What follows belongs to an exercise in optimizing a design on an open flow for small area and a short achievable clock period; a production flow would make more cautious choices.
The clock port is modelled as an ideal driver, which makes a skipped or thinned clock tree look cheaper than it is; a real chip needs a root buffer or a tree.

Setup of build 53:
## PacketArbiter
module PacketArbiter #
 ( parameter WIDTH = 8,
   parameter DEPTH = 8,
   parameter DLOG2 = 3,
   parameter KLOG2 = 3)
 ( input   clk,
   input   reset,
   input  [WIDTH-1:0]  A_tdata,
   input   A_tvalid,
   input   A_tlast,
   output reg A_tready,
   input  [WIDTH-1:0]  B_tdata,
   input   B_tvalid,
   input   B_tlast,
   output reg B_tready,
   output reg [WIDTH-1:0]  K_tdata,
   output reg K_tvalid,
   output reg K_tlast,
   input   K_tready);
  function [2:0] inc3(input [2:0] v);
    inc3 = {v[2] ^ (v[1] & v[0]), v[1] ^ v[0], ~v[0]};
  endfunction
  reg [WIDTH-1:0] A_mem [0:DEPTH-1];
  reg [WIDTH-1:0] B_mem [0:DEPTH-1];
  reg [WIDTH-1:0] K_mem [0:DEPTH-1];
  reg [2:0] wa, wb, kw;
  reg [2:0] lsel;                
  reg [2:0] csel;                
  reg [DEPTH-1:0] ra, rb, kr;    
  reg grant;
  wire endc = (csel != 0) && (csel == kw);
  wire [DEPTH-1:0] krn = {kr[DEPTH-1:1], 1'b0};
  wire klast = krn[lsel];
  wire alast = A_tvalid && A_tlast;
  wire blast = B_tvalid && B_tlast;
  wire [2:0] lsel_n = (grant ? alast : blast) ? (grant ? wa : wb) : lsel;
  ...
For scale: roughly 550 cells after synthesis, roughly 9200 um2 of cells after synthesis.
==> flow/config.mk <==
export PLATFORM = sky130hd
export DESIGN_NAME = PacketArbiter
export DESIGN_NICKNAME = PacketArbiter
export VERILOG_FILES = /design/flow/design.v
export SDC_FILE = /design/flow/constraint.sdc
export NUM_CORES = 4
export LEC_CHECK = 0
export CAP_MARGIN = 20
export CORE_MARGIN = 2
export CORE_UTILIZATION = 60
export SETUP_SLACK_MARGIN = 2.3
export SLEW_MARGIN = 20
==> flow/constraint.sdc <==
create_clock -name core_clock -period 4.0 [get_ports {clk}]
set_input_delay 0.8000 -clock core_clock [delete_from_list [all_inputs] [get_ports {clk}]]
set_output_delay 0.8000 -clock core_clock [all_outputs]
set_load 0.01 [all_outputs]
standard.sh (not shown) runs the stock make flow with config.mk's settings and CLKGATE_MAP_FILE= SYNTH_SCRIPT=/design/flow/synth_recipe.tcl, a recipe that flattens the netlist after the stock synthesis.
==> flow/flow/run.sh <==
#!/bin/bash
# Standard ORFS layout, except that:
# - the clock tree is built by flow/cts_pre.tcl (hooked in through PRE_CTS_TCL)
#   instead of TritonCTS;
# - the port buffers are buf_2 cells (BUFFER_PORTS_ARGS).
# make's output goes to make.log here; ORFS's per-step logs stay under orfs/logs.
set -euo pipefail
here=$(pwd)
bash standard.sh "PRE_CTS_TCL=$here/flow/cts_pre.tcl" \
  "BUFFER_PORTS_ARGS=-buffer_cell sky130_fd_sc_hd__buf_2" \
  finish > make.log 2>&1
==> flow/flow/cts_pre.tcl <==
# Sourced by ORFS's cts.tcl before clock_tree_synthesis (PRE_CTS_TCL): builds
# a two-level clock tree by hand (the clock port drives 4 mid buffers, which
# drive 10 leaf buffers, each leaf driving about 26 flip-flops), then turns
# the clock_tree_synthesis call that follows into a no-op.
source [file join [file dirname [info script]] mycts.tcl]
mycts_run 4 10 sky130_fd_sc_hd__clkbuf_16 sky130_fd_sc_hd__clkbuf_16
set_propagated_clock [all_clocks]
proc clock_tree_synthesis {args} {
  puts "clock_tree_synthesis skipped: manual clock tree in place"
}
==> flow/flow/mycts.tcl <==
proc mycts_centre {items} {
  set sx 0; set sy 0
  foreach s $items { set sx [expr {$sx + [lindex $s 1]}]; set sy [expr {$sy + [lindex $s 2]}] }
  set n [llength $items]
  return [list [expr {int($sx / $n)}] [expr {int($sy / $n)}]]
}
proc mycts_split {items ngroups {axis 0}} {
  # cut items into ngroups groups of near-equal size, alternating the cut axis
  if {$ngroups <= 1} { return [list $items] }
  set n1 [expr {$ngroups / 2}]
  set n2 [expr {$ngroups - $n1}]
  set idx [expr {$axis ? 2 : 1}]
  set s [lsort -real -index $idx $items]
  set h [expr {int(round([llength $s] * double($n1) / $ngroups))}]
  set next [expr {1 - $axis}]
  return [concat [mycts_split [lrange $s 0 [expr {$h - 1}]] $n1 $next] \
                 [mycts_split [lrange $s $h end] $n2 $next]]
}
proc mycts_buf {name cell xy innet} {
  set block [ord::get_db_block]
  set m [[ord::get_db] findMaster $cell]
  set b [odb::dbInst_create $block $m $name]
  set w [$m getWidth]
  $b setLocation [expr {[lindex $xy 0] - $w / 2}] [lindex $xy 1]
  $b setPlacementStatus PLACED
  set net [odb::dbNet_create $block net_$name]
  $net setSigType CLOCK
  [$b findITerm A] connect $innet
  [$b findITerm X] connect $net
  return $net
}
proc mycts_run {nmid nleaf midcell leafcell} {
  set block [ord::get_db_block]
  set clknet [$block findNet clk]
  $clknet setSigType CLOCK
  set sinks {}
  foreach it [$clknet getITerms] {
    set bb [[$it getInst] getBBox]
    lappend sinks [list $it [expr {([$bb xMin] + [$bb xMax]) / 2.0}] [expr {([$bb yMin] + [$bb yMax]) / 2.0}]]
  }
  set leaves {}
  set i 0
  foreach g [mycts_split $sinks $nleaf] {
    set c [mycts_centre $g]
    lappend leaves [list $g [lindex $c 0] [lindex $c 1] $i]
    incr i
  }
  set j 0
  foreach mg [mycts_split $leaves $nmid] {
    set mnet [mycts_buf clkmid_$j $midcell [mycts_centre $mg] $clknet]
    foreach lf $mg {
      set lnet [mycts_buf clkleaf_[lindex $lf 3] $leafcell [lrange $lf 1 2] $mnet]
      foreach s [lindex $lf 0] {
        set it [lindex $s 0]
        $it disconnect
        $it connect $lnet
      }
    }
    incr j
  }
}
## Diff of input files: build 39 against build 53
- SETUP_SLACK_MARGIN: 2.3 -> 2.35
[summary]
- Portion of the clock cycle consumed by the worst path in the final layout: build 39 vs build 53 up 0.17 points
- Looking only at utilization, and setting everything else aside, the lower value of build 53 and build 39 goes to build 53.
- Row overall routed net length: build 39 lower / build 53 higher
- Build 39 has less setup slack than build 53.
- Summary of the comparison: total met2 wirelength after detailed routing is lower in build 39, relative to build 53.
- [compare] base=build 53 new=build 39: logic depth of the worst path, buffers included shrank by 1, via total after detailed routing moved down, global routing met1 resource utilization fell by 2.7 points.
Edits applied to the flow inputs when going from build 39 to build 35:
==> flow/flow/cts_pre.tcl <==
# Sourced by ORFS's cts.tcl before clock_tree_synthesis (PRE_CTS_TCL): builds
# a two-level clock tree by hand (the clock port drives 4 mid clock inverters,
# which drive 10 leaf clock inverters, each leaf driving about 26 flip-flops;
# two inversions, so the flip-flops see the port's clock), then turns the
# repair_clock_inverters and clock_tree_synthesis calls that follow into
# no-ops (repair_clock_inverters would clone the leaf inverters per flip-flop).
source [file join [file dirname [info script]] mycts.tcl]
mycts_run 4 10 sky130_fd_sc_hd__clkinv_8 sky130_fd_sc_hd__clkinv_16
set_propagated_clock [all_clocks]
proc repair_clock_inverters {args} {
  puts "repair_clock_inverters skipped: manual clock tree in place"
}
proc clock_tree_synthesis {args} {
  puts "clock_tree_synthesis skipped: manual clock tree in place"
}
--- a/flow/flow/mycts.tcl
+++ b/flow/flow/mycts.tcl
@@ -28,3 +28,5 @@
   [$b findITerm A] connect $innet
-  [$b findITerm X] connect $net
+  set out [$b findITerm X]
+  if {$out eq "NULL" || $out eq ""} { set out [$b findITerm Y] }
+  $out connect $net
   return $net
## What came out
Diff build 39 -> build 35 | post-route cell area | up slightly
For share of the cycle needed by the critical path after routing, build 39 and build 35 come out practically identical.
Compared with build 39, build 35 is more frugal on power.
Function was not checked in any run of this note: the RTL went through the layout flow alone. No run of this note takes its clock network from TritonCTS; it comes from the design's own scripts or RTL.

static timing again, ports no longer ideal:
No port has a modelled driver above. Below, the same layouts with a new extraction and two added sets of constraints. Step 1 assumes that a clkbuf_16 drives the clock port and a buf_2 every other input. Step 2 moves the port delays by t, midway between the first and last clock arrival at a register: inputs arrive t later, outputs are due t later. That takes back most of the time a late clock gives input paths. Three values: ideal, step 1, step 2; two values: the first two.
run	shift t [ns]	setup WS [ns]	worst data-port slew with drivers (ns)
build 53	0.385	2.344 / 2.251 / 1.984	0.07
build 39	0.385	2.337 / 2.262 / 2.048	0.06
build 35	0.342	2.335 / 2.298 / 2.085	0.08
After both steps every run listed still meets setup and hold. For build 53, which loses most, drivers alone change the setup slack by -0.093 ns; drivers and shift together by -0.360 ns.
